What follows belongs to an exercise in optimizing a design on an open flow for small area, a short achievable clock period and few clock cycles; a production flow would make more cautious choices. Where RTL was checked, it was by simulation tests only, not by an equivalence proof against the original. Function not checked in runs 1 to 6: the RTL went through the layout flow alone. Power and IR drop assume default switching activity.

## flow/config.mk

```make
export PLATFORM = sky130hd
export DESIGN_NAME = top
export DESIGN_NICKNAME = top
export VERILOG_FILES = /design/flow/design.v
export SDC_FILE = /design/flow/constraint.sdc
export NUM_CORES = 4
export LEC_CHECK = 0
export ABC_CLOCK_PERIOD_IN_PS = 3000
export CAP_MARGIN = 20
export CORE_MARGIN = 2
export CORE_UTILIZATION = 40
export SLEW_MARGIN = 20
```

## flow/constraint.sdc

```tcl
create_clock -name core_clock -period 16.0 [get_ports {clk}]
set_input_delay 3.2000 -clock core_clock [delete_from_list [all_inputs] [get_ports {clk}]]
set_output_delay 3.2000 -clock core_clock [all_outputs]
set_load 0.01 [all_outputs]
```

## flow/design.v

```verilog
module top(
    input  wire        clk,
    input  wire        rst,
    input  wire [63:0] i_data,
    input  wire        start,
    output wire [15:0] address,
    output reg         o_valid,
    output reg  [63:0] out_data,
    output reg         out_valid,
    output reg         done,
    output reg  [15:0] o_address,
    output wire [9:0]  done_cnt
);
    reg  [6:0] n;
    reg  [2:0] m;           
    reg        done_r;
    wire [6:0] n1 = n + 7'd1;
    assign address  = {9'd0, n};
    assign done_cnt = {9'd0, done_r};
    reg row0;               
    reg hopf;               
    reg flush;              
    reg left, right;        
    always @(posedge clk) begin
        if (rst || !start) begin
            n       <= 7'd0;
            m       <= 3'd0;
            o_valid <= 1'b1;
            row0    <= 1'b0;
            hopf    <= 1'b0;
            flush   <= 1'b0;
            left    <= 1'b0;
            right   <= 1'b0;
        end else if (n != 7'd113) begin
            n       <= n1;
            m       <= (m == 3'd4) ? 3'd0 : m + 3'd1;
            o_valid <= (n1 < 7'd100);
            row0    <= (n1 >= 7'd1)  && (n1 < 7'd6);
            hopf    <= (n1 >= 7'd2)  && (n1 < 7'd12);
            flush   <= (n1 >= 7'd101);
            left    <= (m == 3'd2);            
            right   <= (m == 3'd1);            
        end
    end
    always @(posedge clk) begin
        if (rst) begin
            out_valid <= 1'b0;
            done      <= 1'b0;
            done_r    <= 1'b0;
        end else begin
            out_valid <= start && (n >= 7'd13) && (n <= 7'd112);
            done      <= start && (n == 7'd112);
            if (start && n == 7'd112) done_r <= 1'b1;
        end
    end
    function gt16(input [15:0] a, input [15:0] b);
        reg [15:0] g, l;
        reg [7:0] g1, l1;
        reg [3:0] g2, l2;
        reg [1:0] g3, l3;
        integer i;
        begin
            g = a & ~b;
            l = ~a & b;
            for (i = 0; i < 8; i = i + 1) begin
                g1[i] = g[2*i+1] | (~l[2*i+1] & g[2*i]);
                l1[i] = l[2*i+1] | (~g[2*i+1] & l[2*i]);
            end
            for (i = 0; i < 4; i = i + 1) begin
                g2[i] = g1[2*i+1] | (~l1[2*i+1] & g1[2*i]);
                l2[i] = l1[2*i+1] | (~g1[2*i+1] & l1[2*i]);
            end
            for (i = 0; i < 2; i = i + 1) begin
                g3[i] = g2[2*i+1] | (~l2[2*i+1] & g2[2*i]);
                l3[i] = l2[2*i+1] | (~g2[2*i+1] & l2[2*i]);
            end
            gt16 = g3[1] | (~l3[1] & g3[0]);
        end
    endfunction
    function [15:0] max2(input [15:0] a, input [15:0] b);
        max2 = gt16(a, b) ? a : b;
    endfunction
    reg  [255:0] ring [0:4];    
    wire [255:0] head = ring[4];
    wire [63:0]  hQ = head[255:192], hR = head[191:128], hS = head[127:64], hY = head[63:0];
    wire [255:0] r0 = ring[0];
    wire [63:0]  r0R = r0[255:192], r0S = r0[191:128], r0P = r0[127:64], r0X = r0[63:0];
    wire [63:0]  x = i_data;
    reg  [63:0]  vout, pn, q1;
    integer j;
    always @(*) begin
        for (j = 0; j < 4; j = j + 1) begin
            vout[16*j +: 16] = (flush || gt16(hQ[16*j +: 16], x[16*j +: 16])) ? hQ[16*j +: 16] : x[16*j +: 16];
            pn[16*j +: 16]   = (!row0 && (flush || gt16(hY[16*j +: 16], x[16*j +: 16])))
                               ? hY[16*j +: 16] : x[16*j +: 16];
            q1[16*j +: 16]   = (!hopf && gt16(r0R[16*j +: 16], r0P[16*j +: 16])) ? r0R[16*j +: 16] : r0P[16*j +: 16];
        end
    end
    always @(posedge clk) begin
        ring[0] <= {hR, hS, pn, x};
        ring[1] <= {q1, r0S, r0P, r0X};
        ring[2] <= ring[1];
        ring[3] <= ring[2];
        ring[4] <= ring[3];
    end
    reg [63:0] Vr;
    reg [15:0] sd, se, sf, sh, sq3;     
    reg [15:0] ph, pq3;                 
    wire [15:0] q0 = Vr[15:0], q1v = Vr[31:16], q2 = Vr[47:32], q3 = Vr[63:48];
    wire [15:0] g  = max2(q0, q1v);
    wire [15:0] h  = max2(q2, q3);
    wire [15:0] a  = max2(q1v, q2);
    wire [15:0] d  = max2(q0, a);
    wire [15:0] e  = max2(a, q3);
    wire [15:0] f  = max2(g, h);
    wire [15:0] o0 = (!left  && gt16(ph, sd))  ? ph  : sd;
    wire [15:0] o1 = (!left  && gt16(pq3, sf)) ? pq3 : sf;
    wire [15:0] o2 = (!right && gt16(q0, sf))  ? q0  : sf;
    wire [15:0] o3 = (!right && gt16(g, se))   ? g   : se;
    always @(posedge clk) begin
        Vr        <= vout;
        sd        <= d;
        se        <= e;
        sf        <= f;
        sh        <= h;
        sq3       <= q3;
        ph        <= sh;
        pq3       <= sq3;
        out_data  <= {o3, o2, o1, o0};
        o_address <= {9'd0, n - 7'd13};
    end
endmodule
```

## flow/run.sh

```bash
#!/bin/bash
# synth_recipe.tcl (not shown) runs the flow's synth.tcl, then flattens the netlist and writes it again
# the make line also repeats each setting of config.mk as NAME=value (left out here)
make -C /OpenROAD-flow-scripts/flow DESIGN_CONFIG=/design/flow/config.mk WORK_HOME=/design/flow/orfs CLKGATE_MAP_FILE= SYNTH_SCRIPT=/design/flow/synth_recipe.tcl finish
```

==> flow_summary.ini, run 1 <==
[cts]
cts_made_buffers = 143
postCtsHoldBufs = 0
htreeDepth = 4
clk_latency_ps = 750
post_cts_resized = 0
cts-root-buf = clkbuf_16
cts_tree = built
post_cts.repair.setup_buffers = 0
clockBufferDepth = 3
clkSinkCount = 1546
clkSlewWorstSetupHoldPaths_ps = 60

[critical_path]
cpPeakStageDelay_ps = 790
ff2ff_path_depth = 15
end_kind = flip-flop
r2r_slack_ps = 10160
cp_slowest_cell = o311ai_4
required_ps = 16620
crit_path_start_kind = input pin
timing.rr.end = se[6]
crit_start = i_data[0]
crit_chain = clkdlybuf4s50_1 -> nand2b_1 -> maj3_2 -> maj3_2 -> maj3_2 -> maj3_2 -> maj3_2 -> maj3_2 -> maj3_2 -> maj3_2 -> maj3_2 -> o311ai_4 -> mux2_2
crit_end = Vr[2]
cp_max_fo = 18
critPathKind = in -> reg
cp_common_cell = maj3_2
worstReg2RegStart = Vr[34]
arrival_ps = 7930

[die]
dieArea_mm2 = 0.1086
start_util_pct = 40.31
core_mm2 = 0.1051
die_h_um = 329.5
ios = 176
row_count = 119
die_width_um = 329.5

[logic_synthesis]
synth_common_cells = dfxtp_1, inv_1, maj3_1
synth_warnings = 2
avgSynthCellArea_um2 = 13.14
syn_inst = 3226
yosysMostFrequentCell = dfxtp_1
syn-cell-area_mm2 = 0.04238
ys_dominant_reg_cell = dfxtp_1
synth_top_area_share_pct = 73.04
ys_seq_elements = 1546
synth-seq-area-share_pct = 73.04
yosys.cell_types.count = 83
yosys.area.top_type = dfxtp_1
async_flop_share_pct = 0
synth_edf_count = 0
synth_area_leaders = dfxtp_1, mux2_2, maj3_1

[placed_design]
dp_cells = 4709
io_buffers = 148
gp_congestion = 0.8701
dp_hpwl_um = 56680

[global_route]
grt-ovfl-total = 0
grt_pass1_vias = 21810
grt_max_degree = 33
antenna_found_initial = 3
grt_pass1_wl_um = 124300
grtUsageTotal_pct = 14.97

[timing]
finalCriticalPeriod_ps = 7312
worst_slew_pin_slew_ps = 1046
rsz0062_at_grt = false
setup_viol = 0
final-hold-violation-count = 0
fmax_ghz = 0.1368
hold_ws_ps = 307.3
fin_worst_skew_ps = 29.34
fin_tns_setup_ps = 0
drv_slew = 0
slew_headroom_pct = 30.24
finalCritPeriodShare_pct = 45.70

[hold_path]
min-delay-start = ring[3][174]
hold_path.class = reg -> reg

[pwr]
leakage_nw = 20.95
p_per_area_mw_per_mm2 = 223.4
ir_drop_mv = 0.1248

[finish]
fin_cells = 4973
fin_nets = 3538
syn_to_final_growth_pct = 18.62
drive_gt1_share_pct = 13.44

[drt]
post-route-drc-count = 0
drtIter0Drc = 1333
routed_wl_um = 80800
viasPerCell = 4.480
drtAntennaViolNets = 0
num_vias = 22280
firstDrtPassIters = 8
wl_per_cell_um = 16.25

[outcome]
status = finished clean

[run]
drv_cap = 0
-- state kept, by name, summed over array words and instances (netlist names) --
| register | flops |
|---|---|
| o_valid | 1 |
| right | 1 |
| ph | 16 |
| n | 7 |
| se | 16 |
| done | 1 |
| sq3 | 16 |
| sf | 16 |
| o_address | 7 |
| out_data | 64 |
| out_valid | 1 |
| m | 3 |
| Vr | 64 |
| ring | 1280 |
| sh | 16 |
| done_r | 1 |
| hopf | 1 |
| sd | 16 |
| row0 | 1 |
| flush | 1 |
| pq3 | 16 |
| left | 1 |
-- metrics by stage --
| step | util [%] | cell area, µm² | setup slack [ps] | total power [mW] |
|---|---|---|---|---|
| after global placement | 43.07 | 45270 | 7890 | 7.802 |
| after floorplan | - | 42470 | 8834 | 6.855 |
| after CTS | 47.81 | 50250 | 8683 | 11.34 |
| final | 47.82 | 50270 | 8688 | 11.23 |
| after detailed placement | 43.08 | 45290 | 7874 | 7.846 |
| after global routing | 47.82 | 50260 | 8530 | 11.79 |
-- placed cells by master (no fill, tap or decap), types with 7 or more instances in the layout --
cell type / instances
conb_1: 27
a211oi_1: 11
nand3_1: 18
mux2_2: 149
ha_1: 8
mux2_4: 28
nand2b_1: 59
o21ai_0: 137
a21boi_0: 7
a21o_1: 10
clkbuf_8: 29
nor2_1: 92
xnor2_1: 7
o31ai_1: 8
maj3_1: 154
nor3_1: 22
clkbuf_1: 23
clkdlybuf4s50_1: 148
inv_1: 250
clkinv_2: 28
a31oi_1: 12
a221oi_1: 13
dfxtp_1: 1546
mux2i_1: 93
bufinv_16: 13
nand2_1: 147
a21oi_1: 101
clkbuf_16: 144
o22ai_1: 28
nor2b_1: 63
buf_4: 11
o221ai_1: 9
maj3_2: 34
a22oi_1: 7
-- worst min-delay path by stage --
| stage | cells after the start | slack (ps) | endpoint |
|---|---|---|---|
| final | 0 | 310 | ring[4][174] |
| after CTS | 0 | 300 | ring[2][224] |
| after floorplan | 0 | 310 | ph[0] |
| after detailed placement | 0 | 310 | ring[2][113] |
| after global routing | 0 | 310 | ring[4][166] |
| after global placement | 0 | 310 | ring[3][66] |
-- critical path: cells and delay by family --
kind	cells	cell delay, ps
AND/OR/NAND/NOR	1	180
buffers and inverters	1	480
multiplexers	1	420
adder cells (fa/ha/maj)	9	2830
AO/OA/AOI/OAI	1	790
-- power by group --
part	internal [mW]	switching, mW	total [mW]
Sequential	4.63	0.462	5.09
Combinational	1.21	1.46	2.67
Clock	2.03	1.44	3.47
-- per-layer routing --
layer  share of wire, %  vias to the layer above  global-route usage [%]
li1                   -                    11170                       -
met1                 47                    10530                   19.84
met2                 46                      447                   24.16
met3                4.1                      134                   2.897
met4                2.6                        0                   5.761
met5                  0                        -                       0
-- cell families after synthesis --
family | synth area share (%)
XOR/XNOR | 0.2480
flip-flops | 73.04
AND/OR/NAND/NOR | 5.023
buffers and inverters | 3.493
AO/OA/AOI/OAI | 6.186
adder cells (fa/ha/maj) | 4.777
multiplexers | 7.228
other | 0.008849
-- layout make-up --
| class | instances | area (µm²) |
|---|---|---|
| Antenna cell | 3 | 7.507 |
| Clock buffer | 196 | 4089 |
| Clock inverter | 65 | 874.6 |
| Fill cell | 9312 | 54850 |
| Inverter | 251 | 942.2 |
| Multi-Input combinational cell | 1361 | 10090 |
| Sequential cell | 1546 | 30950 |
| Tap cell | 1391 | 1740 |
| Timing Repair Buffer | 160 | 1575 |
==> run 2: changes to the inputs <==
--- a/flow/config.mk
+++ b/flow/config.mk
@@ -5,7 +5,6 @@
 export SDC_FILE = /design/flow/constraint.sdc
 export NUM_CORES = 4
 export LEC_CHECK = 0
-export ABC_CLOCK_PERIOD_IN_PS = 3000
 export CAP_MARGIN = 20
 export CORE_MARGIN = 2
 export CORE_UTILIZATION = 40
==> run 2 against run 1 <==
  * Still clean
  * Fmax is the same
  * Clock skew unchanged
  * Non-clock buffer count did not move
  * Sequential share of layout area unchanged
  * Die area is the same
  * Routed wire length stayed put
  * Worst hold slack is the same
  * Via count unchanged
  * Combinational power is essentially flat
  * Sequential power hardly changed
  * Final cell count unchanged
  * Largest cell class unchanged
==> flow_summary.ini, run 2 <==
[finish]
most-common-layout-cells = dfxtp_1, inv_1, maj3_1
fin_nets = 3538
layout_commonest_cell = dfxtp_1
top_regs = ring: 1280 flops, Vr: 64 flops, out_data: 64 flops
drive_gt1_share_pct = 13.44
largest_register = ring
largest_reg_flops = 1280
final-seq-area_mm2 = 0.03095
multiInputGateArea_mm2 = 0.01009
syn_to_final_growth_pct = 18.62
nFillCells = 9312

[critical_path]
crit_path_start_kind = input pin
worstReg2RegStart = Vr[34]
cp_slowest_cell = o311ai_4
crit_start = i_data[0]
arrival_ps = 7930
cp_common_cell = maj3_2
r2r_slack_ps = 10160
cp_max_fo = 18
end_kind = flip-flop
cpPeakStageDelay_ps = 790
timing.rr.end = se[6]
crit_end = Vr[2]
critPathKind = in -> reg
crit_chain = clkdlybuf4s50_1 -> nand2b_1 -> maj3_2 -> maj3_2 -> maj3_2 -> maj3_2 -> maj3_2 -> maj3_2 -> maj3_2 -> maj3_2 -> maj3_2 -> o311ai_4 -> mux2_2
required_ps = 16620
ff2ff_path_depth = 15

[logic_synthesis]
synth-simple-area-share_pct = 5.022
synth_common_cells = dfxtp_1, inv_1, maj3_1
synthXorXnorAreaFrac_pct = 0.2480
synth_warnings = 2
muxShareOfSynthArea_pct = 7.228
yosysMostFrequentCell = dfxtp_1
synth_top_family_by_area = multiplexers
synth_area_leaders = dfxtp_1, mux2_2, maj3_1
avgSynthCellArea_um2 = 13.14
synth_edf_count = 0
async_flop_share_pct = 0
synth_compound_area_share_pct = 6.186
synth-seq-area-share_pct = 73.04
yosys.area_share.adder_pct = 4.777
syn_inst = 3226
syn-cell-area_mm2 = 0.04238
yosys.area.top_type = dfxtp_1
ys_dominant_reg_cell = dfxtp_1
ys_seq_elements = 1546
synth_top_area_share_pct = 73.04
yosys.cell_types.count = 83

[timing]
finalCriticalPeriod_ps = 7312
rsz0062_at_grt = false
finalCritPeriodShare_pct = 45.70
fin_tns_setup_ps = 0
final-hold-violation-count = 0
hold_ws_ps = 307.3
setup_viol = 0
fmax_ghz = 0.1368
fin_worst_skew_ps = 29.34
drv_slew = 0
slew_headroom_pct = 30.24
worst_slew_pin_slew_ps = 1046

[global_route]
grt_pass1_vias = 21810
antenna_found_initial = 3
grt-ovfl-total = 0
grtUsageTotal_pct = 14.97
grt_max_degree = 33
grt_pass1_wl_um = 124300

[placed_design]
gp_congestion = 0.8701
dp_hpwl_um = 56680
io_buffers = 148

[pwr]
ir_drop_mv = 0.1248
leakage_nw = 20.95
p_per_area_mw_per_mm2 = 223.4
total_power_mw = 11.23

[cts]
postCtsHoldBufs = 0
clk_latency_ps = 750
clkSlewWorstSetupHoldPaths_ps = 60
cts-root-buf = clkbuf_16
post_cts_resized = 0
htreeDepth = 4
cts_tree = built
post_cts.repair.setup_buffers = 0
clockBufferDepth = 3
clkSinkCount = 1546
cts_made_buffers = 143

[drt]
drtAntennaViolNets = 0
wl_per_cell_um = 16.25
firstDrtPassIters = 8
routed_wl_um = 80800
viasPerCell = 4.480
drtIter0Drc = 1333
post-route-drc-count = 0
num_vias = 22280

[hold_path]
holdPathStages = 0
hold_path.class = reg -> reg

[die]
core_mm2 = 0.1051
die_h_um = 329.5
dieArea_mm2 = 0.1086
ios = 176
die_width_um = 329.5
row_count = 119
start_util_pct = 40.31

[run]
drv_cap = 0

[outcome]
status = finished clean
## run 2: cell counts after synthesis
No cell type changed its count.
## run 2: worst max-delay path: cells and delay by family
family          cells  cell delay (ps)
compound gates      1              790
mux                 1              420
buf+inv             1              480
fa+ha+maj           9             2830
simple gates        1              180
## run 2: cells by family after synthesis
family                   after synthesis
other                                  1
AO/OA/AOI/OAI                        412
buffers and inverters                345
adder cells (fa/ha/maj)              196
multiplexers                         273
flip-flops                          1546
AND/OR/NAND/NOR                      441
XOR/XNOR                              12
## run 2: worst min path at each step
stage / start / endpoint / slack [ps]
after floorplan: sh[0] / ph[0] / 310
after global placement: ring[2][66] / ring[3][66] / 310
after detailed placement: ring[1][113] / ring[2][113] / 310
after CTS: ring[1][224] / ring[2][224] / 300
after global routing: ring[3][166] / ring[4][166] / 310
final: ring[3][174] / ring[4][174] / 310
## run 2: final cells by class
class / instances / area share, %
clock buffers: 196 / 8.135
well taps: 1391 / 3.462
flip-flops and latches: 1546 / 61.57
clock inverters: 65 / 1.740
inverters: 251 / 1.874
repair buffers: 160 / 3.134
multi-input cells: 1361 / 20.07
diodes: 3 / 0.01494
## run 2: metal layers
metal	GRT usage [%]	up-vias	wire, µm
li1	-	11170	-
met1	19.84	10530	38370
met2	24.16	447	37010
met3	2.897	134	3282
met4	5.761	0	2130
met5	0	-	0
## run 2: stage by stage
step	cell area, µm²	utilization (%)	setup slack [ps]	instances
3_3_place_gp	45270	43.07	7890	4708
5_1_grt	50260	47.82	8530	4972
6_report	50270	47.82	8688	4973
2_1_floorplan	42470	-	8834	3252
4_1_cts	50250	47.81	8683	4970
3_5_place_dp	45290	43.08	7874	4709
## run 2: where the power goes
group	leakage [nW]	total [mW]	switching, mW	internal, mW
combinational	5.49	2.67	1.46	1.21
sequential	13.0	5.09	0.462	4.63
clock	2.43	3.47	1.44	2.03
total	21.0	11.2	3.36	7.87
==> run 3: changes to the inputs <==
==> flow/flow/run.sh (new file) <==
#!/bin/bash
# Standard layout, with timing repair aimed at a setup slack of 12 ns (a 4 ns path)
# instead of 0, so the resizer shortens the critical paths; the clock and SDC are unchanged.
set -euo pipefail
bash standard.sh SETUP_SLACK_MARGIN=12 finish > standard_flow.log 2>&1
==> flow/standard.sh (new file) <==
#!/bin/bash
# synth_recipe.tcl (not shown) runs the flow's synth.tcl, then flattens the netlist and writes it again
# the make line also repeats each setting of config.mk as NAME=value (left out here)
make -C /OpenROAD-flow-scripts/flow DESIGN_CONFIG=/design/flow/config.mk WORK_HOME=/design/flow/orfs CLKGATE_MAP_FILE= SYNTH_SCRIPT=/design/flow/synth_recipe.tcl "${@:-finish}"
removed: flow/run.sh
==> run 3 against run 2 <==
  * First-iteration DRC count grew 9.0%
  * Critical path type unchanged
  * Still clean
  * Clock power decreased by 3%
  * Clock skew rose by 1.8 ps
  * Critical endpoint is now Vr[3]
  * Total power grew 12%
  * Largest cell class unchanged
  * Highest routed layer unchanged
  * Routed wire length increased by 9.9%
  * Non-clock buffer count increased by 162
  * Final cell count rose by 3.4%
==> flow_summary.ini, run 3 <==
[outcome]
status = finished clean

[logic_synthesis]
synth_area_leaders = dfxtp_1, mux2_2, maj3_1
yosys.area.top_type = dfxtp_1
ys_seq_elements = 1546
yosysMostFrequentCell = dfxtp_1
avgSynthCellArea_um2 = 13.14
ys_dominant_reg_cell = dfxtp_1
yosys.cell_types.count = 83
synth_common_cells = dfxtp_1, inv_1, maj3_1
syn-cell-area_mm2 = 0.04238
async_flop_share_pct = 0
syn_inst = 3226
synth_edf_count = 0
synth-seq-area-share_pct = 73.04
synth_warnings = 2
synth_top_area_share_pct = 73.04

[cts]
clkSinkCount = 1546
cts_tree = built
clkSlewWorstSetupHoldPaths_ps = 60
clk_latency_ps = 730
cts-root-buf = clkbuf_16
clockBufferDepth = 3
cts_made_buffers = 145
postCtsHoldBufs = 0
htreeDepth = 4

[timing]
setup_viol = 0
worst_slew_pin_slew_ps = 1120
final-hold-violation-count = 0
fin_worst_skew_ps = 31.17
finalCriticalPeriod_ps = 6352
slew_headroom_pct = 24.57
fmax_ghz = 0.1574
rsz0062_at_grt = true
finalCritPeriodShare_pct = 39.70
fin_tns_setup_ps = 0
drv_slew = 0

[finish]
nFillCells = 8861
most-common-layout-cells = dfxtp_1, inv_1, clkbuf_16
antenna_cells = 0
drive_gt1_share_pct = 28.91
top_regs = ring: 1280 flops, Vr: 64 flops, out_data: 64 flops
layout_commonest_cell = dfxtp_1
largest_reg_flops = 1280
largest_register = ring
syn_to_final_growth_pct = 27.15
fin_cells = 5140
fin_nets = 3710

[die]
dieArea_mm2 = 0.1086
ios = 176
die_h_um = 329.5
die_width_um = 329.5
row_count = 119
core_mm2 = 0.1051
start_util_pct = 40.31

[drt]
routed_wl_um = 88790
drtAntennaViolNets = 0
drtIter0Drc = 1453
wl_per_cell_um = 17.27
firstDrtPassIters = 5
num_vias = 23470
post-route-drc-count = 0
viasPerCell = 4.566

[critical_path]
cp_max_fo = 7
crit_start = i_data[0]
crit_end = Vr[3]
r2r_slack_ps = 11560
required_ps = 16610
critPathKind = in -> reg
arrival_ps = 6960
ff2ff_path_depth = 15
timing.rr.end = ring[1][233]
end_kind = flip-flop
worstReg2RegStart = ring[0][96]
crit_path_start_kind = input pin

[pwr]
internal-power_mw = 8.715
seq_power_share_pct = 41.5
leakage_nw = 22.72
p_switching_mw = 3.813
clockPowerShare_pct = 26.9
ir_drop_mv = 0.1399
p_per_area_mw_per_mm2 = 232.5
swShare_pct = 30.43
p_comb_share_pct = 31.5

[placed_design]
dp_cells = 4711
gp_congestion = 0.8787
dp_hpwl_um = 58150
io_buffers = 148

[global_route]
grt_max_degree = 26
grt_pass1_vias = 22600
antenna_found_initial = 3
grt-ovfl-total = 0
grtUsageTotal_pct = 16.12
grt_pass1_wl_um = 132700

[run]
drv_cap = 0

[hold_path]
hold_path.class = reg -> reg
run 3: power groups by stage:
stage                     sequential [mW]  clock [mW]  combinational, mW
after floorplan                      4.97           0               1.97
after global placement               5.21           0               2.62
after detailed placement             5.22           0               2.65
after CTS                            5.20        3.46               3.56
final                                5.20        3.37               3.95
after global routing                 5.29        3.62               4.16
run 3: critical path, cell delays in order:
cell      delay, ps
buf_8           100
nand2b_4        130
maj3_2          290
maj3_2          300
maj3_2          300
maj3_2          300
maj3_2          290
maj3_2          290
maj3_2          290
maj3_2          310
maj3_2          320
o311ai_4        270
buf_6           150
buf_12          120
mux2_4          300
run 3: worst min-delay path by stage:
stage,start,end,slack [ps],depth (start not counted)
floorplan,sh[0],ph[0],310,0
global placement,ring[4][179],ring[0][243],310,0
detailed placement,ring[4][168],ring[0][232],310,0
finish,ring[2][127],ring[3][127],310,0
global route,ring[1][126],ring[2][126],320,0
CTS,ring[1][126],ring[2][126],300,0
run 3: per-stage QoR:
stage	total power, mW	hold slack [ps]	area (µm²)	setup slack (ps)	util [%]
final	12.53	309.0	53880	9648	51.26
after global routing	13.07	315.4	53880	9601	51.26
after CTS	12.22	302.5	52960	9661	50.38
after detailed placement	7.866	312.1	45690	8106	43.47
after global placement	7.827	309.6	45680	8103	43.46
after floorplan	6.942	309.6	42990	8959	-
run 3: timing repair:
action	4_1_cts	5_1_grt
pin swaps	102	64
gates cloned	20	2
gates resized for setup	855	165
endpoints found under the setup margin	315	332
setup buffers	111	35
run 3: logic make-up after synthesis:
| group | share of synthesized area [%] |
|---|---|
| DFF | 73.04 |
| xor gates and xnor gates | 0.2480 |
| AOI/OAI and AO/OA | 6.186 |
| and+or+nand+nor | 5.023 |
| buffers and inverters | 3.493 |
| other | 0.008849 |
| adders and majority gates | 4.777 |
| muxes | 7.228 |
run 3: final cells by class:
| class | instances | area, µm² | share of cell area, % |
|---|---|---|---|
| clock buffers | 193 | 4070 | 7.554 |
| clock inverters | 68 | 725.7 | 1.347 |
| inverters | 251 | 968.4 | 1.797 |
| multi-input cells | 1369 | 11570 | 21.48 |
| flip-flops and latches | 1546 | 31190 | 57.90 |
| well taps | 1391 | 1740 | 3.230 |
| repair buffers | 322 | 3607 | 6.695 |
run 3: routing by layer:
metal	routed length, µm	share of wire (%)	up-vias	track usage [%]
li1	-	-	11540	-
met4	3140	3.5	0	6.818
met5	0	0	-	0
met1	41100	46	11110	21.57
met3	4236	4.8	194	3.137
met2	40310	45	620	25.50
==> run 4: changes to the inputs <==
==> flow/flow/run.sh (replaced) <==
#!/bin/bash
# Standard layout, with timing repair aimed at a setup slack of 11 ns (a 5 ns path)
# instead of 0, so the resizer shortens the critical paths; the clock and SDC are unchanged.
set -euo pipefail
bash standard.sh SETUP_SLACK_MARGIN=11 finish > standard_flow.log 2>&1
==> run 4 against run 3 <==
  * First-iteration DRC count decreased by 6.6%
  * Clock power grew 3%
  * Combinational power decreased by 24%
  * Utilization down 1.8 points
  * Design area fell by 3.6%
  * Sequential power down 1%
  * Via count fell by 2.1%
  * Total power is 7.2% lower
  * Global-route usage is 0.58 points lower
  * Routed wire length fell by 4.0%
  * Worst hold slack better by 3.6 ps
  * Die area did not move
  * Largest power group unchanged
==> flow_summary.ini, run 4 <==
[die]
start_util_pct = 40.31
core_mm2 = 0.1051
dieArea_mm2 = 0.1086
row_count = 119
ios = 176
die_h_um = 329.5
die_width_um = 329.5

[hold_path]
hold_path.class = reg -> reg

[timing]
fmax_ghz = 0.1595
finalCritPeriodShare_pct = 39.20
drv_slew = 0
worst_slew_pin_slew_ps = 950.0
fin_tns_setup_ps = 0
rsz0062_at_grt = true
final-hold-violation-count = 0
fin_worst_skew_ps = 22.18
setup_viol = 0
finalCriticalPeriod_ps = 6271
slew_headroom_pct = 36.67

[logic_synthesis]
ys_seq_elements = 1546
synth_edf_count = 0
syn-cell-area_mm2 = 0.04238
yosys.area.top_type = dfxtp_1
synth-seq-area-share_pct = 73.04
synth_common_cells = dfxtp_1, inv_1, maj3_1
syn_inst = 3226
synth_top_area_share_pct = 73.04
ys_dominant_reg_cell = dfxtp_1
synth_area_leaders = dfxtp_1, mux2_2, maj3_1
async_flop_share_pct = 0
synth_warnings = 2
avgSynthCellArea_um2 = 13.14
yosys.cell_types.count = 83
yosysMostFrequentCell = dfxtp_1

[global_route]
grt-ovfl-total = 0
grtUsageTotal_pct = 15.54
antenna_found_initial = 1
grt_pass1_vias = 22050
grt_pass1_wl_um = 128200
grt_max_degree = 35

[outcome]
status = finished clean

[critical_path]
critPathKind = in -> reg
arrival_ps = 6890
end_kind = flip-flop
required_ps = 16610
crit_path_start_kind = input pin
cp_max_fo = 4

[run]
drv_cap = 0

[pwr]
ir_drop_mv = 0.1324
seq_power_share_pct = 44.2
internal-power_mw = 8.151
leakage_nw = 21.86
swShare_pct = 29.88
total_power_mw = 11.62
clockPowerShare_pct = 30.0
p_per_area_mw_per_mm2 = 223.8
p_comb_share_pct = 25.8
p_switching_mw = 3.473

[finish]
fin_cells = 5054
largest_reg_flops = 1280
drive_gt1_share_pct = 19.39
syn_to_final_growth_pct = 22.58
fin_nets = 3623
nFillCells = 9059
top_regs = ring: 1280 flops, Vr: 64 flops, out_data: 64 flops
largest_register = ring
fin_util_pct = 49.41
most-common-layout-cells = dfxtp_1, inv_1, clkbuf_16
layout_commonest_cell = dfxtp_1

[placed_design]
dp_hpwl_um = 57980
gp_congestion = 0.8927
io_buffers = 148
dp_cells = 4708

[drt]
post-route-drc-count = 0
num_vias = 22980
drtIter0Drc = 1357
viasPerCell = 4.546
wl_per_cell_um = 16.86
routed_wl_um = 85230
drtAntennaViolNets = 0
firstDrtPassIters = 6

[cts]
cts-root-buf = clkbuf_16
clk_latency_ps = 740
clkSlewWorstSetupHoldPaths_ps = 60
cts_tree = built
postCtsHoldBufs = 0
htreeDepth = 4
clockBufferDepth = 3
clkSinkCount = 1546
cts_made_buffers = 144
==> run 4: cell counts after synthesis <==
No cell type changed its count.
==> run 4: worst paths after layout <==
check / startpoint / slack [ps] / endpoint / cells after the start
hold / removal: ring[2][144] / 310 / ring[3][144] / 0
hold reg to reg: ring[2][144] / 310 / ring[3][144] / 0
setup reg to reg: Vr[35] / 11140 / sd[3] / 15
setup / recovery: i_data[0] / 9730 / Vr[5] / 14
==> run 4: worst max-delay path, cell delays in order <==
cell and delay (ps):
buf_8 100, nand2b_4 120, maj3_2 290, maj3_2 300, maj3_2 300, maj3_2 290, maj3_2 300, maj3_2 290
maj3_2 300, maj3_2 300, maj3_2 320, o311ai_4 300, buf_6 180, mux2_4 300
==> run 4: logic make-up (layout without fill, tap and decap cells) <==
group	after synthesis	in the layout	share of synthesized area (%)
xor+xnor	12	12	0.2480
simple gates	441	441	5.023
other cells	1	28	0.008849
flops	1546	1546	73.04
fa+ha+maj	196	196	4.777
compound gates	412	419	6.186
buf+inv	345	748	3.493
mux	273	273	7.228
==> run 4: layer usage <==
| layer | GRT usage [%] | vias up | routed length (µm) |
|---|---|---|---|
| met5 | 0 | - | 0 |
| met4 | 6.749 | 0 | 2850 |
| met3 | 2.878 | 175 | 3509 |
| met2 | 24.52 | 511 | 38390 |
| met1 | 20.87 | 10940 | 40490 |
| li1 | - | 11350 | - |
==> run 4: cell type report <==
class / count / area, µm² / share of cell area [%]
antenna: 1 / 2.502 / 0.004818
clock buffer: 199 / 4091 / 7.877
clock inverter: 61 / 864.6 / 1.664
inverter: 251 / 954.7 / 1.838
multi-input combinational: 1368 / 10850 / 20.89
sequential: 1546 / 30980 / 59.64
tap: 1391 / 1740 / 3.351
timing repair buffer: 237 / 2456 / 4.729
==> run 4: timing repair <==
action	CTS	global route
cloned	11	2
hold endpoints to repair	0	0
pin swaps	63	28
gates resized for setup	158	75
setup buffers	34	38
setup endpoints to repair	190	181
==> run 4: power groups by stage <==
stage	Sequential (mW)	Clock [mW]	Combinational [mW]
3_5_place_dp	5.22	0	2.62
3_3_place_gp	5.20	0	2.60
6_report	5.14	3.48	3.00
4_1_cts	5.14	3.57	2.79
5_1_grt	5.22	3.73	3.23
2_1_floorplan	4.97	0	1.93
==> run 4: stage by stage <==
| stage | hold slack, ps | worst slack (ps) | area [µm²] |
|---|---|---|---|
| 6_report | 312.6 | 9729 | 51940 |
| 5_1_grt | 314.9 | 9685 | 51940 |
| 4_1_cts | 309.9 | 9735 | 51320 |
| 3_5_place_dp | 312.1 | 8091 | 45580 |
| 3_3_place_gp | 309.6 | 8116 | 45580 |
| 2_1_floorplan | 309.6 | 8959 | 42860 |
==> run 5: changes to the inputs <==
--- a/flow/design.v
+++ b/flow/design.v
@@ -31,15 +31,15 @@
             flush   <= 1'b0;
             left    <= 1'b0;
             right   <= 1'b0;
-        end else if (n != 7'd113) begin
+        end else if (n != 7'd114) begin
             n       <= n1;
             m       <= (m == 3'd4) ? 3'd0 : m + 3'd1;
             o_valid <= (n1 < 7'd100);
-            row0    <= (n1 >= 7'd1)  && (n1 < 7'd6);
-            hopf    <= (n1 >= 7'd2)  && (n1 < 7'd12);
-            flush   <= (n1 >= 7'd101);
-            left    <= (m == 3'd2);            
-            right   <= (m == 3'd1);            
+            row0    <= (n1 >= 7'd2)  && (n1 < 7'd7);
+            hopf    <= (n1 >= 7'd3)  && (n1 < 7'd13);
+            flush   <= (n1 >= 7'd102);
+            left    <= (m == 3'd3);            
+            right   <= (m == 3'd2);            
         end
     end
     always @(posedge clk) begin
@@ -48,9 +48,9 @@
             done      <= 1'b0;
             done_r    <= 1'b0;
         end else begin
-            out_valid <= start && (n >= 7'd13) && (n <= 7'd112);
-            done      <= start && (n == 7'd112);
-            if (start && n == 7'd112) done_r <= 1'b1;
+            out_valid <= start && (n >= 7'd14) && (n <= 7'd113);
+            done      <= start && (n == 7'd113);
+            if (start && n == 7'd113) done_r <= 1'b1;
         end
     end
     function gt16(input [15:0] a, input [15:0] b);
@@ -85,7 +85,8 @@
     wire [63:0]  hQ = head[255:192], hR = head[191:128], hS = head[127:64], hY = head[63:0];
     wire [255:0] r0 = ring[0];
     wire [63:0]  r0R = r0[255:192], r0S = r0[191:128], r0P = r0[127:64], r0X = r0[63:0];
-    wire [63:0]  x = i_data;
+    reg  [63:0]  X;
+    wire [63:0]  x = X;
     reg  [63:0]  vout, pn, q1;
     integer j;
     always @(*) begin
@@ -97,6 +98,7 @@
         end
     end
     always @(posedge clk) begin
+        X       <= i_data;
         ring[0] <= {hR, hS, pn, x};
         ring[1] <= {q1, r0S, r0P, r0X};
         ring[2] <= ring[1];
@@ -127,6 +129,6 @@
         ph        <= sh;
         pq3       <= sq3;
         out_data  <= {o3, o2, o1, o0};
-        o_address <= {9'd0, n - 7'd13};
+        o_address <= {9'd0, n - 7'd14};
     end
 endmodule
==> flow/flow/run.sh (replaced) <==
#!/bin/bash
# The standard layout (bash standard.sh), with two changes to how it is made; the clock,
# the SDC and the synthesis are unchanged:
#  - timing repair aims at a setup slack of 11.5 ns instead of 0, so the resizer keeps
#    shortening the critical paths well below the 16 ns clock period;
#  - the port buffers are buf_2 cells rather than the resizer's default choice.
set -euo pipefail
bash standard.sh SETUP_SLACK_MARGIN=11.5 "BUFFER_PORTS_ARGS=-buffer_cell sky130_fd_sc_hd__buf_2" finish > standard_flow.log 2>&1
==> run 5 against run 4 <==
  * Setup slack gained 1700 ps
  * Sequential power grew 5.6%
  * Final cell count grew 4.4%
  * Sequential cell count grew 64
  * Clock skew grew 12 ps
  * Count of clock-buffer cells in the layout grew 17
  * Via count grew 5.3%
  * Utilization shrank 0.65 points
  * Area after synthesis grew 4.2%
==> flow_summary.ini, run 5 <==
[die]
die_width_um = 336.2
dieArea_mm2 = 0.1131
core_mm2 = 0.1092
die_h_um = 336.2
ios = 176
start_util_pct = 40.45
row_count = 121

[drt]
num_vias = 24200
post-route-drc-count = 0
routed_wl_um = 93010
wl_per_cell_um = 17.63
firstDrtPassIters = 5
drtIter0Drc = 1229
viasPerCell = 4.587
drtAntennaViolNets = 0

[logic_synthesis]
synth_edf_count = 0
avgSynthCellArea_um2 = 13.04
synth_warnings = 2
ys_dominant_reg_cell = dfxtp_1
synth_area_leaders = dfxtp_1, maj3_1, mux2_2
yosys.cell_types.count = 86
yosys.area.top_type = dfxtp_1
yosysMostFrequentCell = dfxtp_1
ys_seq_elements = 1610
synth_top_area_share_pct = 73.00
syn_inst = 3386
synth-seq-area-share_pct = 73.00
async_flop_share_pct = 0
syn-cell-area_mm2 = 0.04415
synth_common_cells = dfxtp_1, inv_1, maj3_1

[timing]
fin_worst_skew_ps = 33.70
final-hold-violation-count = 0
finalCritPeriodShare_pct = 28.63
rsz0062_at_grt = true
slew_headroom_pct = 27.24
finalCriticalPeriod_ps = 4581
setup_viol = 0
fin_tns_setup_ps = 0
fmax_ghz = 0.2183
drv_slew = 0
worst_slew_pin_slew_ps = 1087

[global_route]
grtUsageMet1_pct = 21.54
top_usage_layer = met2
grt_util_met2_pct = 25.60
grt_pass1_vias = 23520
antenna_found_initial = 3
grtUsageTotal_pct = 16.36
grt-ovfl-total = 0
grt_pass1_wl_um = 139500
grt_max_degree = 36
globalRouteMet3Util_pct = 3.708

[cts]
clkSlewWorstSetupHoldPaths_ps = 60
clockBufferDepth = 3
htreeDepth = 4
clkSinkCount = 1610
cts_made_buffers = 155
postCtsHoldBufs = 0
clk_latency_ps = 760
cts-root-buf = clkbuf_16
cts_tree = built

[finish]
drive_gt1_share_pct = 21.36
most-common-layout-cells = dfxtp_1, inv_1, maj3_1
largest_reg_flops = 1280
layout_commonest_cell = dfxtp_1
syn_to_final_growth_pct = 20.56
finalInstanceArea_mm2 = 0.05323
largest_register = ring
fin_nets = 3747

[critical_path]
arrival_ps = 5220
crit_path_start_kind = flip-flop
end_kind = flip-flop
required_ps = 16640
critPathKind = reg -> reg
cp_max_fo = 5

[hold_path]
hold_path.class = reg -> reg

[placed_design]
dp_hpwl_um = 63990
gp_congestion = 0.8894
place_area_mm2 = 0.04639
io_buffers = 148

[pwr]
ir_drop_mv = 0.1147
leakage_nw = 22.33
p_per_area_mw_per_mm2 = 236.1

[outcome]
status = finished clean

[run]
drv_cap = 0
## run 5: cell count changes in the layout (fill, tap and decap cells not counted), moves of 16 or more
cell	delta
buf_2	+118
clkbuf_16	+16
clkdlybuf4s50_1	-132
dfxtp_2	+33
dfxtp_4	+26
maj3_1	+64
maj3_2	-37
mux2_4	-45
mux2i_1	-17
nand2_1	+22
nand2_2	-21
nor2_1	+20
o21ai_0	+59
o21ai_1	-35
## run 5: power by group
group | switching [mW] | internal [mW]
Clock | 1.52 | 2.22
Combinational | 1.83 | 1.57
Sequential | 0.563 | 4.87
Total | 3.91 | 8.66
## run 5: cell type report
cell class,count,area [µm²]
Antenna cell,2,5.005
Clock inverter,68,875.8
Clock buffer,216,4504
Multi-Input combinational cell,1442,11000
Fill cell,9468,55930
Tap cell,1476,1847
Sequential cell,1610,32400
Inverter,238,893.4
Timing Repair Buffer,223,1702
## run 5: logic make-up after synthesis
family          count (synthesis)  synth area share (%)
flops                        1610                 73.00
fa+ha+maj                     225                 5.229
mux                           236                 5.880
simple gates                  468                 5.053
other cells                     1              0.008494
xor+xnor                       12                0.2380
buf+inv                       360                 3.432
compound gates                474                 7.158
## run 5: what timing repair did
item | in CTS | in global routing
pin swaps | 21 | 34
setup buffers | 33 | 15
resized for setup | 177 | 97
cloned | 3 | 3
endpoints found under the setup margin | 210 | 211
## run 5: worst paths after layout
check / start / endpoint / slack (ps) / cells past startpoint
hold reg to reg: ring[3][147] / ring[4][147] / 310 / 0
hold / removal: ring[3][147] / ring[4][147] / 310 / 0
setup reg to reg: ring[0][208] / ring[1][212] / 11420 / 15
setup / recovery: ring[0][208] / ring[1][212] / 11420 / 15
## run 5: worst max-delay path, stage by stage (launching register included)
cell and delay [ps]:
dfxtp_2 320, nor2b_4 120, maj3_2 300, maj3_2 330, maj3_2 310, maj3_2 310, maj3_2 320, maj3_2 310
maj3_2 310, maj3_2 300, maj3_2 330, maj3_2 340, o31ai_4 290, buf_6 160, buf_16 120, mux2_4 290
## run 5: metal layers
layer  wire length, µm  vias to the layer above
li1                  -                    11890
met1             43460                    11530
met2             41560                      575
met3              4577                      212
met4              3408                        0
met5                 0                        -
## run 5: per-stage QoR
step | setup slack, ps | power, mW | std cells | hold slack, ps | utilization (%)
2_1_floorplan | 11530 | 7.244 | 3412 | 309.6 | -
3_3_place_gp | 10530 | 8.254 | 4935 | 309.5 | 42.50
3_5_place_dp | 10500 | 8.262 | 4935 | 312.1 | 42.50
4_1_cts | 11410 | 12.43 | 5255 | 311.7 | 48.29
5_1_grt | 11300 | 13.16 | 5273 | 317.5 | 48.76
6_report | 11420 | 12.57 | 5275 | 312.7 | 48.76
==> run 6: changes to the inputs <==
==> flow/flow/run.sh (replaced) <==
#!/bin/bash
# The standard layout (bash standard.sh), with two changes to how it is made; the clock,
# the SDC and the synthesis are unchanged:
#  - timing repair aims at a setup slack of 11.5 ns instead of 0, so the resizer keeps
#    shortening the critical paths well below the 16 ns clock period;
#  - the port buffers are buf_4 cells rather than the resizer's default choice.
set -euo pipefail
bash standard.sh SETUP_SLACK_MARGIN=11.5 "BUFFER_PORTS_ARGS=-buffer_cell sky130_fd_sc_hd__buf_4" finish > standard_flow.log 2>&1
==> run 6 against run 5 <==
  * Sequential cell count is the same
  * Combinational power shrank 3%
  * Final cell count shrank 0.38%
  * Largest power group unchanged
  * Utilization shrank 0.14 points
  * First-iteration DRC count grew 7.6%
==> flow_summary.ini, run 6 <==
[finish]
fin_nets = 3735
largest_register = ring
final-seq-area_mm2 = 0.03240
most-common-layout-cells = dfxtp_1, inv_1, maj3_1
syn_to_final_growth_pct = 20.22
largest_reg_flops = 1280
nFillCells = 9454
multiInputGateArea_mm2 = 0.01087
drive_gt1_share_pct = 20.59
antenna_cells = 0
layout_commonest_cell = dfxtp_1

[logic_synthesis]
syn_inst = 3386
yosys.area.top_type = dfxtp_1
ys_dominant_reg_cell = dfxtp_1
yosysMostFrequentCell = dfxtp_1
async_flop_share_pct = 0
avgSynthCellArea_um2 = 13.04
synth_area_leaders = dfxtp_1, maj3_1, mux2_2
synth-seq-area-share_pct = 73.00
ys_seq_elements = 1610
synth_warnings = 2
yosys.cell_types.count = 86
synth_top_area_share_pct = 73.00
synth_edf_count = 0
syn-cell-area_mm2 = 0.04415
synth_common_cells = dfxtp_1, inv_1, maj3_1

[critical_path]
required_ps = 16640
end_kind = flip-flop
crit_path_start_kind = flip-flop
cp_slowest_cell = maj3_2
cp_max_fo = 7
cp_common_cell = maj3_2
crit_chain = nor2b_4 -> maj3_2 -> maj3_2 -> maj3_2 -> maj3_2 -> maj3_2 -> maj3_2 -> maj3_2 -> maj3_2 -> maj3_2 -> maj3_2 -> o311ai_4 -> buf_4 -> buf_12 -> mux2_4
cpPeakStageDelay_ps = 330
critPathKind = reg -> reg
arrival_ps = 5190

[cts]
htreeDepth = 4
clk_latency_ps = 770
cts_made_buffers = 154
clkSinkCount = 1610
clockBufferDepth = 3
cts-root-buf = clkbuf_16
cts_tree = built
clkSlewWorstSetupHoldPaths_ps = 60

[die]
die_h_um = 336.2
ios = 176
die_width_um = 336.2
dieArea_mm2 = 0.1131
row_count = 121
core_mm2 = 0.1092
start_util_pct = 40.45

[drt]
wl_per_cell_um = 17.56
post-route-drc-count = 0
routed_wl_um = 92290
viasPerCell = 4.566
drtIter0Drc = 1323
drtAntennaViolNets = 0
firstDrtPassIters = 6
num_vias = 23990

[timing]
worst_slew_pin_slew_ps = 1195
hold_ws_ps = 311.2
fin_worst_skew_ps = 38.22
fmax_ghz = 0.2197
final-hold-violation-count = 0
finalCritPeriodShare_pct = 28.45
slew_headroom_pct = 20.06
drv_slew = 0
setup_viol = 0
fin_tns_setup_ps = 0
rsz0062_at_grt = true
finalCriticalPeriod_ps = 4552

[placed_design]
io_buffers = 148
gp_congestion = 0.9091
dp_hpwl_um = 64100

[global_route]
grt_pass1_wl_um = 138100
grt_max_degree = 36
grtUsageTotal_pct = 16.23
grt-ovfl-total = 0
antenna_found_initial = 0
grt_pass1_vias = 23380

[pwr]
ir_drop_mv = 0.1099
leakage_nw = 22.26
p_per_area_mw_per_mm2 = 233.6

[run]
drv_cap = 0

[hold_path]
hold_path.class = reg -> reg

[outcome]
status = finished clean
==> run 6: cell count changes in the layout (fill, tap and decap cells not counted), sizes merged <==
cell / before / now
maj3: 215 / 216
diode: 2 / 0
bufinv: 14 / 11
clkinv: 30 / 37
clkbuf: 220 / 221
inv: 252 / 247
clkinvlp: 10 / 0
buf: 219 / 210
==> run 6: worst paths after layout <==
path	from	to	cells after the start	slack, ps
max	pq3[0]	out_data[19]	15	11450
min	ring[4][190]	ring[0][254]	0	310
max reg2reg	pq3[0]	out_data[19]	15	11450
min reg2reg	ring[4][190]	ring[0][254]	0	310
==> run 6: kinds of logic after synthesis <==
| kind of cell | after synthesis | share of synthesized area, % |
|---|---|---|
| buf+inv | 360 | 3.432 |
| other cells | 1 | 0.008494 |
| fa+ha+maj | 225 | 5.229 |
| mux | 236 | 5.880 |
| compound gates | 474 | 7.158 |
| simple gates | 468 | 5.053 |
| xor+xnor | 12 | 0.2380 |
| flops | 1610 | 73.00 |
==> run 6: layout make-up <==
| class | count | area share, % |
|---|---|---|
| sequential | 1610 | 61.04 |
| clock buffer | 220 | 8.526 |
| inverter | 238 | 1.683 |
| multi-input combinational | 1443 | 20.49 |
| timing repair buffer | 211 | 3.432 |
| clock inverter | 57 | 1.348 |
| tap | 1476 | 3.479 |
==> run 6: per-stage QoR <==
stage	setup slack (ps)	util [%]	cell area, µm²	cells	power [mW]
2_1_floorplan	11530	-	44250	3412	7.244
3_3_place_gp	10490	42.87	46790	4939	8.330
3_5_place_dp	10470	42.87	46790	4939	8.334
4_1_cts	11400	48.25	52670	5242	12.31
5_1_grt	11350	48.63	53080	5255	12.99
6_report	11450	48.63	53080	5255	12.40
==> run 6: power by group <==
group          switching (mW)  internal, mW
Clock                    1.49          2.16
Sequential              0.566          4.87
Combinational            1.79          1.52
Total                    3.85          8.55
==> run 6: metal layers <==
layer,global-route usage (%),wire length [µm]
met5,0,0
met4,6.984,3045
met3,3.581,4433
met2,25.57,41430
met1,21.46,43380
==> run 6: worst max-delay path: cells and delay by family (launching register included) <==
kind / cells / cell delay, ps
compound gates: 1 / 310
fa+ha+maj: 10 / 3080
buf+inv: 2 / 300
flops: 1 / 320
mux: 1 / 300
simple gates: 1 / 120
==> run 6: what timing repair did <==
action,in CTS,in global routing
hold endpoints to repair,0,0
endpoints found under the setup margin,205,199
cloned,2,2
hold buffers,0,0
pin swaps,16,15
resized for setup,148,89
setup buffers,24,11
==> run 7: changes to the inputs <==
--- a/flow/design.v
+++ b/flow/design.v
@@ -106,27 +106,26 @@
         ring[4] <= ring[3];
     end
     reg [63:0] Vr;
-    reg [15:0] sd, se, sf, sh, sq3;     
-    reg [15:0] ph, pq3;                 
+    reg [15:0] sp2, sp3, ss1, ss2, sq3;     
+    reg [15:0] ps2, pq3;                    
     wire [15:0] q0 = Vr[15:0], q1v = Vr[31:16], q2 = Vr[47:32], q3 = Vr[63:48];
-    wire [15:0] g  = max2(q0, q1v);
-    wire [15:0] h  = max2(q2, q3);
-    wire [15:0] a  = max2(q1v, q2);
-    wire [15:0] d  = max2(q0, a);
-    wire [15:0] e  = max2(a, q3);
-    wire [15:0] f  = max2(g, h);
-    wire [15:0] o0 = (!left  && gt16(ph, sd))  ? ph  : sd;
-    wire [15:0] o1 = (!left  && gt16(pq3, sf)) ? pq3 : sf;
-    wire [15:0] o2 = (!right && gt16(q0, sf))  ? q0  : sf;
-    wire [15:0] o3 = (!right && gt16(g, se))   ? g   : se;
+    wire [15:0] p1 = max2(q0, q1v);
+    wire [15:0] s2 = max2(q2, q3);
+    wire [15:0] p2 = max2(p1, q2);
+    wire [15:0] p3 = max2(p1, s2);
+    wire [15:0] s1 = max2(q1v, s2);
+    wire [15:0] o0 = (!left  && gt16(ps2, sp2)) ? ps2 : sp2;
+    wire [15:0] o1 = (!left  && gt16(pq3, sp3)) ? pq3 : sp3;
+    wire [15:0] o2 = (!right && gt16(q0, sp3))  ? q0  : sp3;
+    wire [15:0] o3 = (!right && gt16(p1, ss1))  ? p1  : ss1;
     always @(posedge clk) begin
         Vr        <= vout;
-        sd        <= d;
-        se        <= e;
-        sf        <= f;
-        sh        <= h;
+        sp2       <= p2;
+        sp3       <= p3;
+        ss1       <= s1;
+        ss2       <= s2;
         sq3       <= q3;
-        ph        <= sh;
+        ps2       <= ss2;
         pq3       <= sq3;
         out_data  <= {o3, o2, o1, o0};
         o_address <= {9'd0, n - 7'd14};
--- a/flow/flow/run.sh
+++ b/flow/flow/run.sh
@@ -5,4 +5,4 @@
 #    shortening the critical paths well below the 16 ns clock period;
 #  - the port buffers are buf_4 cells rather than the resizer's default choice.
 set -euo pipefail
-bash standard.sh SETUP_SLACK_MARGIN=11.5 "BUFFER_PORTS_ARGS=-buffer_cell sky130_fd_sc_hd__buf_4" finish > standard_flow.log 2>&1
+bash standard.sh SETUP_SLACK_MARGIN=11.5 "BUFFER_PORTS_ARGS=-buffer_cell sky130_fd_sc_hd__buf_4" "CTS_ARGS=-sink_clustering_enable -repair_clock_nets -buf_list sky130_fd_sc_hd__clkbuf_16 -sink_clustering_size 25 -sink_clustering_max_diameter 80 -dont_use_dummy_load" finish > standard_flow.log 2>&1
==> run 7 against run 6 <==
  * Total power is 15% lower
  * Clock power is 45% lower
  * Still clean
  * Clock skew is 15 ps higher
  * Combinational power is 2% lower
  * Utilization is 2.7 points lower
  * Die area is 1.7% lower
  * Design area is 7.1% lower
  * Critical path depth is 2 higher
  * Sequential cell count stayed put
==> flow_summary.ini, run 7 <==
[outcome]
status = finished clean

[global_route]
grt-ovfl-total = 0
antenna_found_initial = 8
grt_pass1_wl_um = 128300
grt_pass1_vias = 21480
grt_max_degree = 29
grtUsageTotal_pct = 15.22

[critical_path]
ff2ff_path_depth = 17
r2r_slack_ps = 11550
worstReg2RegStart = Vr[40]
crit_path_start_kind = flip-flop
required_ps = 16570
timing.rr.end = sp3[0]
arrival_ps = 5020
cp_max_fo = 8
end_kind = flip-flop
critPathKind = reg -> reg

[drt]
wl_per_cell_um = 17.46
drtAntennaViolNets = 0
num_vias = 22490
routed_wl_um = 86200
viasPerCell = 4.557
post-route-drc-count = 0
drtIter0Drc = 1250
firstDrtPassIters = 5

[logic_synthesis]
synth_common_cells = dfxtp_1, inv_1, maj3_1
synth_warnings = 2
syn-cell-area_mm2 = 0.04341
synth_edf_count = 0
yosys.area.top_type = dfxtp_1
syn_inst = 3286
yosys.cell_types.count = 78
synth_area_leaders = dfxtp_1, maj3_1, mux2_2
avgSynthCellArea_um2 = 13.21
ys_seq_elements = 1610
yosysMostFrequentCell = dfxtp_1
ys_dominant_reg_cell = dfxtp_1
async_flop_share_pct = 0
synth_top_area_share_pct = 74.25
synth-seq-area-share_pct = 74.25

[finish]
layout_commonest_cell = dfxtp_1
nFillCells = 9567
most-common-layout-cells = dfxtp_1, inv_1, buf_4
drive_gt1_share_pct = 16.42
fin_nets = 3611
syn_to_final_growth_pct = 13.63
fin_util_pct = 45.95
largest_reg_flops = 1280
largest_register = ring

[cts]
clkSinkCount = 1610
cts_made_buffers = 77
clk_latency_ps = 640
cts-root-buf = clkbuf_16
htreeDepth = 3
cts_tree = built
postCtsHoldBufs = 0
clkSlewWorstSetupHoldPaths_ps = 90
clockBufferDepth = 3

[timing]
fmax_ghz = 0.2248
fin_tns_setup_ps = 0
worst_slew_pin_slew_ps = 1045
final.setup.worst_slack_ps = 11550
final-hold-violation-count = 0
rsz0062_at_grt = true
finalCritPeriodShare_pct = 27.80
fin_worst_skew_ps = 53.12
finalCriticalPeriod_ps = 4448
slew_headroom_pct = 30.31
setup_viol = 0
drv_slew = 0

[die]
die_h_um = 333.4
die_width_um = 333.4
row_count = 120
start_util_pct = 40.44
core_mm2 = 0.1074
ios = 176
dieArea_mm2 = 0.1112

[pwr]
ir_drop_mv = 0.1516
leakage_nw = 20.45
seq_power_share_pct = 50.1
swShare_pct = 31.82
clockPowerShare_pct = 19.1
p_comb_share_pct = 30.8
p_switching_mw = 3.342
internal-power_mw = 7.160
p_per_area_mw_per_mm2 = 212.9

[placed_design]
dp_hpwl_um = 60910
io_buffers = 148
gp_congestion = 0.9028
dpl_worst_slack_ps = 10400

[run]
drv_cap = 0

[hold_path]
hold_path.class = reg -> reg
min-delay-start = ring[2][21]
holdPathStages = 0
hold_end = ring[3][21]
==> run 7: changes by cell type in the layout (fill, tap and decap cells not counted), sizes merged, moves of 10 or more <==
cell | previous run | this run
nor2 | 116 | 77
mux2 | 157 | 137
clkinv | 37 | 0
buf | 210 | 230
inv | 247 | 216
a211oi | 21 | 5
a21o | 23 | 12
bufinv | 11 | 0
nor3 | 26 | 16
nand2 | 146 | 179
clkbuf | 221 | 80
o211ai | 15 | 26
o21ai | 151 | 170
nand2b | 52 | 78
==> run 7: repair_timing <==
item	4_1_cts	5_1_grt
endpoints found under the hold margin	0	0
pin swaps	18	25
endpoints found under the setup margin	172	134
gates resized for setup	115	94
cloned	3	4
setup buffers	25	37
==> run 7: area by class of cell <==
class / instances / area [µm²] / share of cell area, %
clock buffer: 77 / 1927 / 3.906
inverter: 216 / 810.8 / 1.644
timing repair buffer: 234 / 1983 / 4.021
tap: 1403 / 1755 / 3.559
sequential: 1610 / 32290 / 65.47
multi-input combinational: 1395 / 10550 / 21.40
antenna: 1 / 2.502 / 0.005073
==> run 7: logic make-up after synthesis <==
logic type                 Yosys count  synth area share (%)
AOI/OAI and AO/OA                  439                 6.431
buffers and inverters              308                 3.055
muxes                              216                 5.471
DFF                               1610                 74.25
other                                1              0.008639
xor gates and xnor gates            12                0.2421
adders and majority gates          219                 5.168
and+or+nand+nor                    481                 5.376
==> run 7: stage by stage <==
step                      cell area [µm²]  cells  total power [mW]  hold slack [ps]
final                               49320   4936             10.50            264.0
after global routing                49320   4935             11.02            257.5
after CTS                           48700   4894             10.30            266.7
after detailed placement            46040   4789             7.982            312.1
after global placement              46020   4788             7.968            309.6
after floorplan                     43510   3312             6.917            309.6
==> run 7: critical path: stages, from the launching register on <==
cell      delay (ps)
dfxtp_1          570
nand2b_1         110
a211oi_1         360
nor4_1            90
nor4_1           490
a211oi_4          80
buf_6            160
buf_12           150
buf_12           130
mux2i_4          190
a22oi_1          120
a222oi_1         450
o211ai_1         220
maj3_2           340
maj3_2           330
o21ai_4          180
buf_6            180
mux2i_2          220
==> run 7: worst max-delay path by stage <==
stage / from / endpoint / slack, ps / cells after the start
4_1_cts: Vr[34] / sp3[10] / 11500 / 15
3_3_place_gp: Vr[60] / sp3[9] / 10420 / 15
2_1_floorplan: X[32] / Vr[46] / 11770 / 14
5_1_grt: Vr[40] / sp3[8] / 11420 / 17
3_5_place_dp: Vr[60] / sp3[10] / 10400 / 15
6_report: Vr[40] / sp3[0] / 11550 / 17
==> run 7: power groups by stage <==
stage          clock [mW]  sequential (mW)  combinational [mW]
6_report             2.00             5.26                3.24
5_1_grt              2.22             5.36                3.44
4_1_cts              2.08             5.26                2.95
3_5_place_dp            0             5.34                2.64
3_3_place_gp            0             5.32                2.65
2_1_floorplan           0             5.19                1.73
==> run 7: metal layers <==
| layer | global-route usage [%] | vias up | wire [µm] | part of all wire (%) |
|---|---|---|---|---|
| li1 | - | 11310 | - | - |
| met1 | 21.67 | 10590 | 42870 | 50 |
| met2 | 23.16 | 452 | 36560 | 42 |
| met3 | 2.675 | 139 | 4060 | 4.7 |
| met4 | 5.555 | 4 | 2671 | 3.1 |
| met5 | 0 | - | 30 | 0.035 |
Testbench counts of run 7, summed over its fixed seeds: cycles 2,736.
==> run 8: changes to the inputs <==
==> flow/flow/run.sh (replaced) <==
#!/bin/bash
# The standard layout (bash standard.sh), with two changes to how it is made; the clock,
# the SDC and the synthesis are unchanged:
#  - timing repair aims at a setup slack of 11.6 ns instead of 0, so the resizer keeps
#    shortening the critical paths well below the 16 ns clock period;
#  - the port buffers are buf_4 cells rather than the resizer's default choice.
set -euo pipefail
bash standard.sh SETUP_SLACK_MARGIN=11.6 "BUFFER_PORTS_ARGS=-buffer_cell sky130_fd_sc_hd__buf_4" "CTS_ARGS=-sink_clustering_enable -repair_clock_nets -root_buf sky130_fd_sc_hd__clkbuf_16 -tree_buf sky130_fd_sc_hd__clkbuf_16 -buf_list sky130_fd_sc_hd__clkbuf_8 -sink_clustering_size 16 -sink_clustering_max_diameter 50 -dont_use_dummy_load" finish > standard_flow.log 2>&1
==> run 8 against run 7 <==
  * Synthesized cell count unchanged
  * Highest routed layer unchanged
  * Area after synthesis did not move
  * Still clean on timing, DRC and antenna
  * Sequential share of layout area shrank 0.90 points
  * Count of clock-buffer cells in the layout rose by 61
==> flow_summary.ini, run 8 <==
[outcome]
status = finished clean

[logic_synthesis]
avgSynthCellArea_um2 = 13.21
synth-simple-area-share_pct = 5.376
muxShareOfSynthArea_pct = 5.471
ys_dominant_reg_cell = dfxtp_1
yosys.area.top_type = dfxtp_1
synthXorXnorAreaFrac_pct = 0.2421
synth_warnings = 2
yosys.cell_types.count = 78
synth_top_area_share_pct = 74.25
ys_seq_elements = 1610
yosysMostFrequentCell = dfxtp_1
synth-seq-area-share_pct = 74.25
synth_edf_count = 0
synth_area_leaders = dfxtp_1, maj3_1, mux2_2
syn-cell-area_mm2 = 0.04341
synth_compound_area_share_pct = 6.431
yosys.area_share.adder_pct = 5.168
syn_inst = 3286
async_flop_share_pct = 0
synth_common_cells = dfxtp_1, inv_1, maj3_1
synth_top_family_by_area = compound AO/OA/AOI/OAI gates

[run]
drv_cap = 0

[die]
core_mm2 = 0.1074
ios = 176
dieArea_mm2 = 0.1112
die_h_um = 333.4
die_width_um = 333.4
row_count = 120
start_util_pct = 40.44

[global_route]
grt_pass1_vias = 22130
grt_max_degree = 29
grt-ovfl-total = 0
grt_pass1_wl_um = 132000
antenna_found_initial = 9
grtUsageTotal_pct = 15.71

[timing]
fin_tns_setup_ps = 0
setup_viol = 0
finalCriticalPeriod_ps = 4425
final-hold-violation-count = 0
slew_headroom_pct = 26.71
rsz0062_at_grt = true
drv_slew = 0
fmax_ghz = 0.2260
finalCritPeriodShare_pct = 27.66
fin_worst_skew_ps = 81.96
worst_slew_pin_slew_ps = 1099

[placed_design]
io_buffers = 148
dp_hpwl_um = 60910
place_area_mm2 = 0.04604
gp_congestion = 0.9028

[pwr]
ir_drop_mv = 0.1515
total_power_mw = 10.71
internal-power_mw = 7.282
clockPowerShare_pct = 19.1
p_comb_share_pct = 31.4
leakage_nw = 20.83
seq_power_share_pct = 49.5
p_switching_mw = 3.428
p_per_area_mw_per_mm2 = 213.5
swShare_pct = 32.01

[drt]
firstDrtPassIters = 5
wl_per_cell_um = 17.57
post-route-drc-count = 0
routed_wl_um = 88040
num_vias = 23030
drtIter0Drc = 1185
viasPerCell = 4.596
drtAntennaViolNets = 0

[critical_path]
required_ps = 16620
end_kind = flip-flop
arrival_ps = 5040
critPathKind = reg -> reg
crit_path_start_kind = flip-flop
cp_max_fo = 8

[cts]
htreeDepth = 4
clkSinkCount = 1610
postCtsHoldBufs = 0
cts_tree = built
cts_made_buffers = 138
clkSlewWorstSetupHoldPaths_ps = 80
clk_latency_ps = 710
clockBufferDepth = 3
cts-root-buf = clkbuf_16

[finish]
drive_gt1_share_pct = 20.33
layout_commonest_cell = dfxtp_1
largest_reg_flops = 1280
fin_nets = 3684
largest_register = ring
fin_util_pct = 46.72
most-common-layout-cells = dfxtp_1, inv_1, nand2_1
finalInstanceArea_mm2 = 0.05016
syn_to_final_growth_pct = 15.55

[hold_path]
hold_path.class = reg -> reg
-- run 8: cell counts after synthesis --
Identical to the previous run, type by type.
-- run 8: layout make-up --
class	count	area [µm²]
Antenna cell	3	7.507
Tap cell	1403	1755
Multi-Input combinational cell	1396	10740
Inverter	216	810.8
Sequential cell	1610	32390
Fill cell	9494	57190
Timing Repair Buffer	245	2366
Clock buffer	138	2091
-- run 8: path summary, 6_finish.rpt --
kind         slack, ps    startpoint           end  cells after the start
max reg2reg      11570        Vr[56]        sp3[0]                     17
max              11570        Vr[56]        sp3[0]                     17
min reg2reg        260  ring[1][120]  ring[2][120]                      0
min                260  ring[1][120]  ring[2][120]                      0
-- run 8: stage by stage --
step | setup WS [ps] | cells | hold slack [ps]
floorplan | 11770 | 3312 | 309.6
global placement | 10420 | 4788 | 309.6
detailed placement | 10400 | 4789 | 312.1
CTS | 11500 | 4974 | 251.4
global route | 11440 | 5008 | 254.6
finish | 11570 | 5011 | 259.4
-- run 8: cells by family (layout without fill, tap and decap cells) --
kind of cell | after synthesis | after routing
AO/OA/AOI/OAI | 439 | 441
AND/OR/NAND/NOR | 481 | 481
adder cells (fa/ha/maj) | 219 | 219
XOR/XNOR | 12 | 12
flip-flops | 1610 | 1610
multiplexers | 216 | 216
other | 1 | 30
buffers and inverters | 308 | 599
-- run 8: per-layer routing --
| layer | track usage (%) | part of all wire (%) | up-vias |
|---|---|---|---|
| li1 | - | - | 11470 |
| met1 | 22.20 | 49 | 10840 |
| met2 | 23.98 | 43 | 551 |
| met3 | 3.093 | 5.3 | 166 |
| met4 | 5.449 | 2.8 | 2 |
| met5 | 0 | 0.018 | - |
-- run 8: power groups by stage --
stage | clock network, mW | logic, mW | registers [mW]
final | 2.05 | 3.37 | 5.30
after global routing | 2.29 | 3.58 | 5.39
after CTS | 2.14 | 3.08 | 5.29
after detailed placement | 0 | 2.64 | 5.34
after global placement | 0 | 2.65 | 5.32
after floorplan | 0 | 1.73 | 5.19
-- run 8: worst max-delay path: stages (launching register included) --
cell and delay (ps):
dfxtp_1 430, nand2b_1 210, a211oi_1 340, nor4_1 90, nor4_1 510, a211oi_4 80
buf_6 150, buf_12 130, buf_12 130, buf_4 140, a21oi_2 350, inv_1 240
maj3_1 430, a21oi_2 260, o211ai_1 230, o21ai_4 230, buf_6 180, mux2i_2 220
-- run 8: timing repair --
action,in CTS,in global routing
gates cloned,6,4
buffers inserted,41,30
pin swaps,26,57
setup endpoints to repair,232,202
gates resized for setup,257,126

==> afterwards: timing with drivers on the ports <==
The results above use ideal ports. As a check the final layouts listed here were re-extracted and re-timed, cells and wires unchanged.
Step 1: set_driving_cell puts a clkbuf_16 on clk and a buf_2 on each other input, an assumption about the parent block.
Step 2, shift: input delay + t, output delay - t, t = (earliest + latest rising clock arrival at the registers) / 2. This alone moves slack from input paths to output paths.
Three values: ideal, step 1, step 2; two values: the first two.
run	shift t [ns]	setup WS [ns]	hold slack, ns	latest minus earliest clock arrival (ns)	worst register clock-pin slew, ns
run 1	0.802	8.688 / 8.738 / 7.935	0.307 / 0.307 / 0.307	0.030 / 0.031	0.07 / 0.07
run 2	0.802	8.688 / 8.738 / 7.935	0.307 / 0.307 / 0.307	0.030 / 0.031	0.07 / 0.07
run 3	0.790	9.648 / 9.677 / 8.887	0.309 / 0.309 / 0.309	0.031 / 0.032	0.07 / 0.07
run 4	0.793	9.729 / 9.752 / 8.959	0.313 / 0.313 / 0.313	0.024 / 0.024	0.07 / 0.07
run 5	0.811	11.419 / 11.419 / 11.366	0.313 / 0.313 / 0.313	0.037 / 0.037	0.07 / 0.07
run 6	0.817	11.448 / 11.446 / 11.448	0.311 / 0.311 / 0.311	0.039 / 0.039	0.07 / 0.07
run 7	0.689	11.552 / 11.517 / 11.552	0.264 / 0.264 / 0.264	0.086 / 0.085	0.10 / 0.10
run 8	0.735	11.575 / 11.541 / 11.574	0.259 / 0.259 / 0.259	0.091 / 0.090	0.10 / 0.10
After both steps setup and hold are still met in every run listed. For run 4, which loses most, drivers alone change the setup slack by +0.023 ns; drivers and shift together by -0.770 ns.
